From an optimization exercise on the open Yosys and OpenROAD flow, aimed at small area, a short achievable clock period and few clock cycles; shortcuts taken in it are not production practice.
No run shown here included a check of the RTL's function; only the layout flow was run.
Power and IR drop assume default switching activity.

## flow/design.v (module list and top-level ports; edited modules follow where they fit)
// module milestone1: 1581 lines
module milestone1 (
	input  logic        CLOCK_50_I,
	input  logic        resetn,
	input  logic        ena,
	output logic        done,
	output logic [17:0] SRAM_address,
	output logic [15:0] SRAM_write_data,
	output logic        SRAM_we_n,
	input  logic [15:0] SRAM_read_data
);
  // ...
==> flow/run.sh <==
#!/bin/bash
# synth_recipe.tcl (not shown) runs the flow's synth.tcl, then flattens the netlist and writes it again
# the make line also repeats each setting of config.mk as NAME=value (left out here)
make -C /OpenROAD-flow-scripts/flow DESIGN_CONFIG=/design/flow/config.mk WORK_HOME=/design/flow/orfs CLKGATE_MAP_FILE= SYNTH_SCRIPT=/design/flow/synth_recipe.tcl finish
==> flow/config.mk <==
export PLATFORM = sky130hd
export DESIGN_NAME = milestone1
export DESIGN_NICKNAME = milestone1
export VERILOG_FILES = /design/flow/design.v
export SDC_FILE = /design/flow/constraint.sdc
export NUM_CORES = 4
export LEC_CHECK = 0
export CAP_MARGIN = 20
export CORE_MARGIN = 2
export CORE_UTILIZATION = 40
export SLEW_MARGIN = 20
==> flow/constraint.sdc <==
create_clock -name core_clock -period 12.0 [get_ports {CLOCK_50_I}]
set_input_delay 2.4000 -clock core_clock [delete_from_list [all_inputs] [get_ports {CLOCK_50_I}]]
set_output_delay 2.4000 -clock core_clock [all_outputs]
set_load 0.01 [all_outputs]
==> impl_results.md, run 1 <==
- Most common cell after layout, fill and taps aside: inv_1
- Clock period minus worst slack: 4.736 ns
- Multi-input gate share of total cell area: 47.28%
- Post-route clock period utilization: 39.46%
- Met1 usage: 24.91%
- Layer with the highest usage: met2
- Crit Reg-Reg Endpoint: vreg[8]
- First drt pass iteration count: 5
- Signal buf overhead: 2.857%
- Setup WS pre-CTS: between 7 and 8 ns
- Core area: 57370 um^2
- Hold EP: sr[6][7]
- Crit path DAT: 5.04 ns
- Die Y: 244.1 um
- Biggest regs: sr: 88 flops, SRAM_address: 18 flops, waddr: 17 flops
- Cts hold-fix bufs: 0
- Filler Cell Count: 5233
- Htree depth: 2
- CP Cell Sequence: inv_1 > fa_1 > inv_1 > fa_1 > fa_1 > inv_1 > fa_1 > inv_1 > ha_1 > a2111oi_0 > o21ai_1 > o22ai_2 > o21ai_1 > a41o_1 > o41a_1 > a21oi_2 > xnor2_1
- Tap Count: 765
- Final Hold Fails: 0
- Top-area cell type share of the netlist area: 20.65%
- Root buf cell: clkbuf_16
- Slew @ Worst Pin: just over 1 ns
- DR vias/cell: just under 5
- Power Dens Cells: just under 300 nW/um^2
- Gr usage total: a little under a fifth
- Reg with most FFs: sr
- Post-layout util: 45.50%
- Post-synthesis xor/xnor area fraction: under 10%
- WL met3: 2.157 mm
- Dpl cells: 2872
- Drt wl/cell: 17.96 um
- Status: timing/DRC/antenna clean
- Most common cell in the netlist: inv_1
- Gate power share: 57.0%
- Unrepaired setup endpoints after global routing: no
- #MultiIn Comb: 1243
- Main synth FF type: dfxtp_1
- Fmax: 211.2 MHz
==> run 2, diff against run 1 <==
--- a/flow/config.mk
+++ b/flow/config.mk
@@ -5,6 +5,7 @@
 export SDC_FILE = /design/flow/constraint.sdc
 export NUM_CORES = 4
 export LEC_CHECK = 0
+export ABC_CLOCK_PERIOD_IN_PS = 3500
 export CAP_MARGIN = 20
 export CORE_MARGIN = 2
 export CORE_UTILIZATION = 40
==> impl_results.md, run 2 <==
- Total power: 0.007714 W
- WS Path Type: flip-flop to flip-flop
- Slew @ Worst Pin: 1.014 ns (unchanged)
- Cell count after synthesis: 2063
- Pins Over Slew Limit: 0
- Ys Warns: 2
- Clock period minus worst slack: 4.736 ns (unchanged)
- Top cells by area, synth: fa_1 21%, edfxtp_1 19%, dfxtp_1 14%
- CTS tree: built
- Leakage power: 11.83 nW
- TritonCTS Buffers: 42
- Die ar.: 59610 um^2
- FF+latch count, synth: 360
- Ys async rst share: between 10% and 20%
- Die W: 244.1 um
- R2R Path Start: fa[2]
- Final Hold Fails: 0 (unchanged)
- Hold EP: sr[6][7]
- Initial antenna violation count: 1
- Main synth FF type: dfxtp_1
- Clk_skew: between 0.03 and 0.04 ns
- Most common cell in the netlist: inv_1
- Synthesized Nets: 2523
- Crit path DAT: 5.04 ns (about the same)
- Finished Layout Cells: between 2000 and 3000
- DR vias: 14394
- Yosys cell types: 73
- Root buf cell: clkbuf_16
- Layout Nets: 2611
- Fin Hold WS: ~0.42 ns
- P&R area growth vs syn: 13.15%
- Design Area, Final: 26100 um^2
- Htree depth: 2 (unchanged)
- Starting Density: 40.21%
- Kind of start point of the critical path: flip-flop
- Hold_sp: sr[5][7]
- Post-route clock period utilization: 39.46% (unchanged)
- Seq/Total Area, Yosys: 38.96%
- Clock latency (worst-skew pair): between 0.5 and 0.6 ns
- DPL Wire Length: approximately 41 mm
- Post-synth EDFFs: roughly 150
- Biggest area consumer among synthesized cells: fa_1
- Final WL: 52.98 mm
- CTS Sinks: 360
- Final GP Congestion: 0.8579
- ANT cells: 0
- First drt pass iteration count: 5 (unchanged)
- First-pass GRT wire length: 84.73 mm
- # DRC: 0
- WL met3: 2.157 mm (unchanged)
- Internal reg-to-reg setup slack: between 7 and 8 ns
- Core area: 57370 um^2 (unchanged)
- Dpl cells: 2872 (unchanged)
- Most common cell after layout, fill and taps aside: inv_1
- Post-cts gate resize count: 0
- Filler Cell Count: 5233 (unchanged)
- Vias in the first global route: 15251
- Slew Limit Headroom: 31.05%
- DRT antenna net count: 0
- Mapped Area: 23070 um^2
- Placed instance area: 24620 um^2
- Grt total ovfl: 0
- Gr usage total: 18.33% (unchanged)
- Maximum VDD drop: around 330 uV
- Final setup TNS: 0 ns
- Max-cap violations: 0
- Worst-case reg-to-reg path depth: 17
- Critical path required time: 12.30 ns
- IO Count: 55
- Hold path cells: 0
- DR top layer: met4
- Postcts setup bufs: 0
- Syn avg cell area: 11.18 um^2
- Top-area cell type share of the netlist area: 20.65% (unchanged)
- Drt wl/cell: 17.96 um (unchanged)
- Crit Reg-Reg Endpoint: vreg[8]
- Final setup fails: 0
- Fmax: 211.2 MHz (unchanged)
- DR vias/cell: 4.879 (unchanged)
- Number of flip-flops in the largest register: 88
- CP max FO: 4
- Crit path launch: fa[2]
- Die Y: 244.1 um (unchanged)
- Biggest regs: sr: 88 flops, SRAM_address: 18 flops, waddr: 17 flops
- Rows: 88
- Worst setup EP type: flip-flop
- Met1 Wirelength: 24.38 mm
- Commonest cells post-synth: 420 x inv_1, 238 x fa_1, 203 x ha_1, 157 x dfxtp_1, 146 x edfxtp_1
- Cts hold-fix bufs: 0 (unchanged)
- Port buffer count: 54
- Unrepaired setup endpoints after global routing: no
- Met2 Wirelength: 25.09 mm
- Drt initial violations: 743
- Power Dens Cells: 295.5 nW/um^2 (unchanged)
- CTS max path bufs: 3
- Reg clk slew, reported paths: 0.06 ns
- Largest net degree at the start of global routing: 84
- Hold WC Path Type: flip-flop to flip-flop
- Most frequent cells in the layout: 420 x inv_1, 238 x fa_1, 203 x ha_1
- Reg with most FFs: sr
- Layout cell share with drive strength beyond 1: 7.368%
- Status: timing/DRC/antenna clean
[run 2: where the power goes]
group / total, W / internal, W / switching (W)
combinational: 0.00440 / 0.00176 / 0.00263
sequential: 0.00197 / 0.00182 / 0.000150
clock: 0.00135 / 0.000809 / 0.000541
[run 2: final cells by class]
| class | instances | area (um^2) | area share, % |
|---|---|---|---|
| Multi-Input combinational cell | 1243 | 12340 | 47.28 |
| Sequential cell | 360 | 8991 | 34.45 |
| Inverter | 422 | 1584 | 6.069 |
| Tap cell | 765 | 957.2 | 3.667 |
| Clock inverter | 22 | 306.5 | 1.174 |
| Clock buffer | 56 | 1176 | 4.506 |
| Timing Repair Buffer | 82 | 745.7 | 2.857 |
[run 2: worst max-delay path, cell delays in order (launching register included)]
cell and delay, ns:
dfxtp_1 0.38, inv_1 0.08, fa_1 0.42, inv_1 0.09, fa_1 0.44, fa_1 0.50, inv_1 0.05, fa_1 0.47
inv_1 0.04, ha_1 0.20, a2111oi_0 0.33, o21ai_1 0.15, o22ai_2 0.19, o21ai_1 0.19, a41o_1 0.32, o41a_1 0.36
a21oi_2 0.16, xnor2_1 0.09
[run 2: metal layers]
| layer | vias to the layer above | GRT usage [%] |
|---|---|---|
| met2 | 272 | 30.28 |
| met5 | - | 0 |
| li1 | 6872 | - |
| met4 | 0 | 5.326 |
| met3 | 79 | 2.930 |
| met1 | 7171 | 24.91 |
[run 2: kinds of logic after synthesis]
group           count (synthesis)  share of synthesized area (%)
buf+inv                       460                          7.577
fa+ha+maj                     441                          31.66
flops                         360                          38.96
simple gates                  340                          6.916
compound gates                298                          8.250
xor+xnor                      100                          3.797
mux                            64                          2.837
[run 2: per-stage QoR]
step | util, % | setup WS, ns
after global routing | 45.50 | 6.920
final | 45.50 | 7.265
after CTS | 45.50 | 7.255
after floorplan | - | 7.285
after detailed placement | 42.92 | 7.269
after global placement | 42.92 | 7.354
[run 2: how the worst max path moves through the flow]
| stage | endpoint | slack [ns] | cells past startpoint |
|---|---|---|---|
| global route | vreg[8] | 6.92 | 17 |
| floorplan | rc_q | 7.28 | 15 |
| detailed placement | ureg[8] | 7.27 | 17 |
| CTS | ureg[8] | 7.26 | 17 |
| finish | vreg[8] | 7.26 | 17 |
| global placement | waddr[16] | 7.35 | 8 |

==> re-timing with driven ports <==
In the flow no input, the clock included, has a driving cell. The finished layouts below were timed again as built, in two steps. Step 1: set_driving_cell puts a clkbuf_16 on CLOCK_50_I and a buf_2 on each other input, an assumption about the parent block. Step 2, shift: input delay + t, output delay - t, t = (earliest + latest rising clock arrival at the registers) / 2. This alone moves slack from input paths to output paths. a / b / c = ideal / step 1 / step 2; a / b = the first two.
run | t (ns) | setup slack, ns | worst setup path after step 2 | clock arrival spread, ns | worst register clock-pin slew, ns
run 1 | 0.625 | 7.264 / 7.264 / 7.257 | input to register | 0.031 / 0.031 | 0.07 / 0.07
run 2 | 0.625 | 7.264 / 7.264 / 7.257 | input to register | 0.031 / 0.031 | 0.07 / 0.07
After both steps every run listed still meets setup and hold.
